This design comes from an exercise in tuning for small area and a short achievable clock period on the open sky130 flow, not from production work. Where RTL was checked, it was by simulation tests only, not by an equivalence proof against the original. No activity file was given, so power comes from the tool's default toggle rates.

==> module arith_eg3_mod, before the edit <==
module arith_eg3_mod(
    input clk,
    input rst,
    input int a,
    input int b,
    input [1:0] sel,
    output int r
);
    localparam int K1 = 11;
    localparam int K2 = 25;
    localparam int RIPPLE_MAX = 4;    
    localparam int STYLE = 2;         
    logic        mul0, mul1, mul2;       
    logic        div0, div1, div2;       
    logic        inv0, inv1, inv2;       
    logic        nq0,  nq1,  nq2;        
    logic [31:0] ns0,  ns1,  ns2;        
    logic [31:0] y0,   y1,   y2;         
    logic [31:0] xr1,  xr2;              
    logic [31:0] qr1,  qr2;              
    wire  [2:0]        m_mul = {mul2, mul1, mul0};
    wire  [2:0]        m_div = {div2, div1, div0};
    wire  [2:0]        m_inv = {inv2, inv1, inv0};
    wire  [2:0][31:0]  nsrc  = {ns2, ns1, ns0};
    wire  [2:0][31:0]  y     = {y2, y1, y0};
    wire  [2:0][31:0]  xreg  = {xr2, xr1, 32'd0};
    wire  [31:0][31:0] xo;       
    wire  [31:0] qc;               
    wire        s_div = (sel == 2'd3);
    wire        s_mul = (sel == 2'd2);
    wire        s_inv = sel[0];
    wire [31:0] a_abs = a[31] ? -a : a;
    wire [31:0] b_abs = b[31] ? -b : b;
    assign mul0 = s_mul;
    assign div0 = s_div;
    assign inv0 = s_inv;
    assign nq0  = s_div & (a[31] ^ b[31]) & (b != 32'd0);
    assign ns0  = s_div ? a_abs : a;
    assign y0   = (s_div ? b_abs : b) ^ {32{s_inv}};
    for (genvar k = 0; k < 32; k++) begin : row
        localparam int S = (k < K1) ? 0 : (k < K2) ? 1 : 2;
        wire         nb = ~m_mul[S] & nsrc[S][31-k];
        wire [k:0]   xin;
        if (k == 0)                  assign xin = nb;
        else if (k == K1 || k == K2) assign xin = {xreg[S][k-1:0], nb};
        else                         assign xin = {xo[k-1][k-1:0], nb};
        wire [k:0]   s;
        wire         co;
        alu_row #(.W(k+1), .FAST(k >= RIPPLE_MAX), .STYLE(STYLE)) add (.x(xin), .y(y[S][k:0]), .ci(m_inv[S]), .s(s), .co(co));
        wire hz;
        if (k == 31) assign hz = 1'b1;
        else         assign hz = &y[S][31:k+1];
        wire keep = m_mul[S] ? nsrc[S][31-k] : m_div[S] ? (co & hz) : (k == 31);
        assign qc[31-k] = keep;
        assign xo[k] = {{(31-k){1'b0}}, keep ? s : xin};
    end
    logic sd, sx;    
    always_ff @(posedge clk) begin
        mul1 <= mul0;
        div1 <= div0;
        inv1 <= inv0;
        nq1  <= nq0;
        ns1  <= ns0;
        y1   <= y0;
        xr1  <= xo[K1-1];
        qr1  <= qc;
        mul2 <= mul1;
        div2 <= div1;
        inv2 <= inv1;
        nq2  <= nq1;
        ns2  <= ns1;
        y2   <= y1;
        xr2  <= xo[K2-1];
        qr2  <= {qr1[31:32-K1], qc[31-K1:0]};
        if (rst) begin
            sd <= 1'b0;
            sx <= 1'b0;
        end else begin
            sd <= div1;
            sx <= ~div1;
        end
    end
    wire [31:0] q = {qr2[31:32-K2], qc[31-K2:0]};
    wire [31:0] qf = nq2 ? -q : q;
    assign r = ({32{sd}} & qf) | ({32{sx}} & xo[31]);
endmodule
==> module alu_row, before the edit <==
module alu_row #(parameter int W = 8, parameter bit FAST = 1, parameter int STYLE = 0) (
    input  [W-1:0] x,
    input  [W-1:0] y,
    input          ci,
    output [W-1:0] s,
    output         co
);
    wire [W-1:0] p = x ^ y;
    wire [W:0]   c;
    assign c[0] = ci;
    if (!FAST || W < 3) begin : ripple
        for (genvar j = 0; j < W; j++) begin : bit_
            assign c[j+1] = (x[j] & y[j]) | (c[j] & p[j]);
        end
    end else if (STYLE == 2) begin : plain
        wire [W:0] t = {1'b0, x} + {1'b0, y} + {{W{1'b0}}, ci};
        assign c[W:1] = t[W:1] ^ {1'b0, p[W-1:1]};
    end else if (STYLE == 1) begin : bk
        localparam int L = (W > 16) ? 5 : (W > 8) ? 4 : (W > 4) ? 3 : (W > 2) ? 2 : 1;
        localparam int NL = 2 * L - 1;
        wire [W-1:0] g [0:NL];
        wire [W-1:0] q [0:NL];
        assign g[0][0] = (x[0] & y[0]) | (ci & p[0]);
        assign q[0][0] = 1'b0;
        for (genvar j = 1; j < W; j++) begin : gp
            assign g[0][j] = x[j] & y[j];
            assign q[0][j] = p[j];
        end
        for (genvar i = 0; i < NL; i++) begin : lev
            localparam int UP = (i < L);
            localparam int LL = UP ? i : (2 * L - 2 - i);
            for (genvar j = 0; j < W; j++) begin : node
                localparam bit DO = UP ? (((j + 1) % (1 << (LL + 1))) == 0)
                                       : ((((j + 1) % (1 << (LL + 1))) == (1 << LL)) && (j >= (1 << (LL + 1))));
                if (DO) begin : comb
                    localparam int J = j - (1 << LL);
                    assign g[i+1][j] = g[i][j] | (q[i][j] & g[i][J]);
                    assign q[i+1][j] = q[i][j] & q[i][J];
                end else begin : pass
                    assign g[i+1][j] = g[i][j];
                    assign q[i+1][j] = q[i][j];
                end
            end
        end
        for (genvar j = 0; j < W; j++) begin : carry
            assign c[j+1] = g[NL][j];
        end
    end else begin : prefix
        localparam int L = (W > 16) ? 5 : (W > 8) ? 4 : (W > 4) ? 3 : (W > 2) ? 2 : 1;
        wire [W-1:0] g [0:L];
        wire [W-1:0] q [0:L];
        assign g[0][0] = (x[0] & y[0]) | (ci & p[0]);
        assign q[0][0] = 1'b0;
        for (genvar j = 1; j < W; j++) begin : gp
            assign g[0][j] = x[j] & y[j];
            assign q[0][j] = p[j];
        end
        for (genvar l = 0; l < L; l++) begin : lev
            for (genvar j = 0; j < W; j++) begin : node
                if ((j >> l) & 1) begin : comb
                    localparam int J = ((j >> (l + 1)) << (l + 1)) + (1 << l) - 1;
                    assign g[l+1][j] = g[l][j] | (q[l][j] & g[l][J]);
                    assign q[l+1][j] = q[l][j] & q[l][J];
                end else begin : pass
                    assign g[l+1][j] = g[l][j];
                    assign q[l+1][j] = q[l][j];
                end
            end
        end
        for (genvar j = 0; j < W; j++) begin : carry
            assign c[j+1] = g[L][j];
        end
    end
    assign s  = p ^ c[W-1:0];
    assign co = c[W];
endmodule
Settings: LEC_CHECK=0, ABC_AREA=1, CAP_MARGIN=20, CORE_MARGIN=2, CORE_UTILIZATION=40, SLEW_MARGIN=72; clock period 75.0 ns.
run.sh (not shown) runs the stock make flow with config.mk's settings and CLKGATE_MAP_FILE= SYNTH_SCRIPT=/design/flow/synth_recipe.tcl, a recipe that flattens the netlist after the stock synthesis.
Next try:
==> flow/design.v (replaced) <==
module arith_eg3_mod(
    input clk,
    input rst,
    input int a,
    input int b,
    input [1:0] sel,
    output int r
);
    localparam int K1 = 9;
    localparam int K2 = 28;
    localparam int RIPPLE_MAX = 4;    
    logic        mul0, mul1, mul2;       
    logic        div0, div1, div2;       
    logic        inv0, inv1, inv2;       
    logic        nq0,  nq1,  nq2;        
    logic [31:0] ns0,  ns1,  ns2;        
    logic [31:0] y0,   y1,   y2;         
    logic [31:0] xr1,  xr2;              
    logic [31:0] qr1,  qr2;              
    wire  [2:0]        m_mul = {mul2, mul1, mul0};
    wire  [2:0]        m_div = {div2, div1, div0};
    wire  [2:0]        m_inv = {inv2, inv1, inv0};
    wire  [2:0][31:0]  nsrc  = {ns2, ns1, ns0};
    wire  [2:0][31:0]  y     = {y2, y1, y0};
    wire  [2:0][31:0]  xreg  = {xr2, xr1, 32'd0};
    wire  [31:0][31:0] xo;       
    wire  [31:0] qc;               
    wire        s_div = (sel == 2'd3);
    wire        s_mul = (sel == 2'd2);
    wire        s_inv = sel[0];
    wire [31:0] a_abs = a[31] ? -a : a;
    wire [31:0] b_abs = b[31] ? -b : b;
    assign mul0 = s_mul;
    assign div0 = s_div;
    assign inv0 = s_inv;
    assign nq0  = s_div & (a[31] ^ b[31]) & (b != 32'd0);
    assign ns0  = s_div ? a_abs : a;
    assign y0   = (s_div ? b_abs : b) ^ {32{s_inv}};
    for (genvar k = 0; k < 32; k++) begin : row
        localparam int S = (k < K1) ? 0 : (k < K2) ? 1 : 2;
        wire         nb = ~m_mul[S] & nsrc[S][31-k];
        wire [k:0]   xin;
        if (k == 0)                  assign xin = nb;
        else if (k == K1 || k == K2) assign xin = {xreg[S][k-1:0], nb};
        else                         assign xin = {xo[k-1][k-1:0], nb};
        wire [k:0]   s;
        wire         co;
        alu_row #(.W(k+1), .FAST(k >= RIPPLE_MAX)) add (.x(xin), .y(y[S][k:0]), .ci(m_inv[S]), .s(s), .co(co));
        wire hz;
        if (k == 31) assign hz = 1'b1;
        else         assign hz = &y[S][31:k+1];
        wire keep = m_mul[S] ? nsrc[S][31-k] : m_div[S] ? (co & hz) : (k == 31);
        assign qc[31-k] = keep;
        assign xo[k] = {{(31-k){1'b0}}, keep ? s : xin};
    end
    logic sd, sx;    
    always_ff @(posedge clk) begin
        mul1 <= mul0;
        div1 <= div0;
        inv1 <= inv0;
        nq1  <= nq0;
        ns1  <= ns0;
        y1   <= y0;
        xr1  <= xo[K1-1];
        qr1  <= qc;
        mul2 <= mul1;
        div2 <= div1;
        inv2 <= inv1;
        nq2  <= nq1;
        ns2  <= ns1;
        y2   <= y1;
        xr2  <= xo[K2-1];
        qr2  <= {qr1[31:32-K1], qc[31-K1:0]};
        if (rst) begin
            sd <= 1'b0;
            sx <= 1'b0;
        end else begin
            sd <= div1;
            sx <= ~div1;
        end
    end
    wire [31:0] q = {qr2[31:32-K2], qc[31-K2:0]};
    wire [31:0] qf = nq2 ? -q : q;
    assign r = ({32{sd}} & qf) | ({32{sx}} & xo[31]);
endmodule
module alu_row #(parameter int W = 8, parameter bit FAST = 1) (
    input  [W-1:0] x,
    input  [W-1:0] y,
    input          ci,
    output [W-1:0] s,
    output         co
);
    wire [W-1:0] p = x ^ y;
    wire [W:0]   c;
    assign c[0] = ci;
    if (!FAST || W < 3) begin : ripple
        for (genvar j = 0; j < W; j++) begin : bit_
            assign c[j+1] = p[j] ? c[j] : x[j];
        end
    end else begin : prefix
        localparam int L = (W > 16) ? 5 : (W > 8) ? 4 : (W > 4) ? 3 : (W > 2) ? 2 : 1;
        wire [W-1:0] g [0:L];
        wire [W-1:0] q [0:L];
        assign g[0][0] = p[0] ? ci : x[0];
        assign q[0][0] = 1'b0;
        for (genvar j = 1; j < W; j++) begin : gp
            assign g[0][j] = x[j];
            assign q[0][j] = p[j];
        end
        for (genvar l = 0; l < L; l++) begin : lev
            for (genvar j = 0; j < W; j++) begin : node
                if ((j >> l) & 1) begin : comb
                    localparam int J = ((j >> (l + 1)) << (l + 1)) + (1 << l) - 1;
                    assign g[l+1][j] = q[l][j] ? g[l][J] : g[l][j];
                    assign q[l+1][j] = q[l][j] & q[l][J];
                end else begin : pass
                    assign g[l+1][j] = g[l][j];
                    assign q[l+1][j] = q[l][j];
                end
            end
        end
        for (genvar j = 0; j < W; j++) begin : carry
            assign c[j+1] = g[L][j];
        end
    end
    assign s  = p ^ c[W-1:0];
    assign co = c[W];
endmodule
Clock power climbs by 6.5%.
Clock-buffer cell count stays the same.
Critical path depth climbs by 120.
Cell area climbs by 7.0%.
Routed wire length climbs by 5.6%.
Fmax climbs by 14%.
Total power drops by 7.3%.
Synthesized area climbs by 10%.
Only the layout flow was run in the first run of this note; the RTL was not checked for function there.

-- re-timing with driven ports --
In the flow no input, the clock included, has a driving cell. The finished layouts below were timed again as built, in two steps. Step 1 assumes that a clkbuf_16 drives the clock port and a buf_2 every other input. Step 2 moves the port delays by t, midway between the first and last clock arrival at a register: inputs arrive t later, outputs are due t later. That takes back most of the time a late clock gives input paths. Slacks: ideal / step 1 / step 2; pairs: ideal / step 1.
run	t (ns)	setup WS [ns]	worst setup path at the end	worst slew at a driven data input, ns	pins driven straight from the clock port
the first run	0.551	38.183 / 38.116 / 38.667	register to output	0.09	1
the second run	0.513	42.838 / 42.838 / 42.541	input to register	0.06	1
After both steps every run listed still meets setup and hold. The setup slack of the second run, which loses most, moves by 0.000 ns with the drivers and by -0.297 ns with both steps.
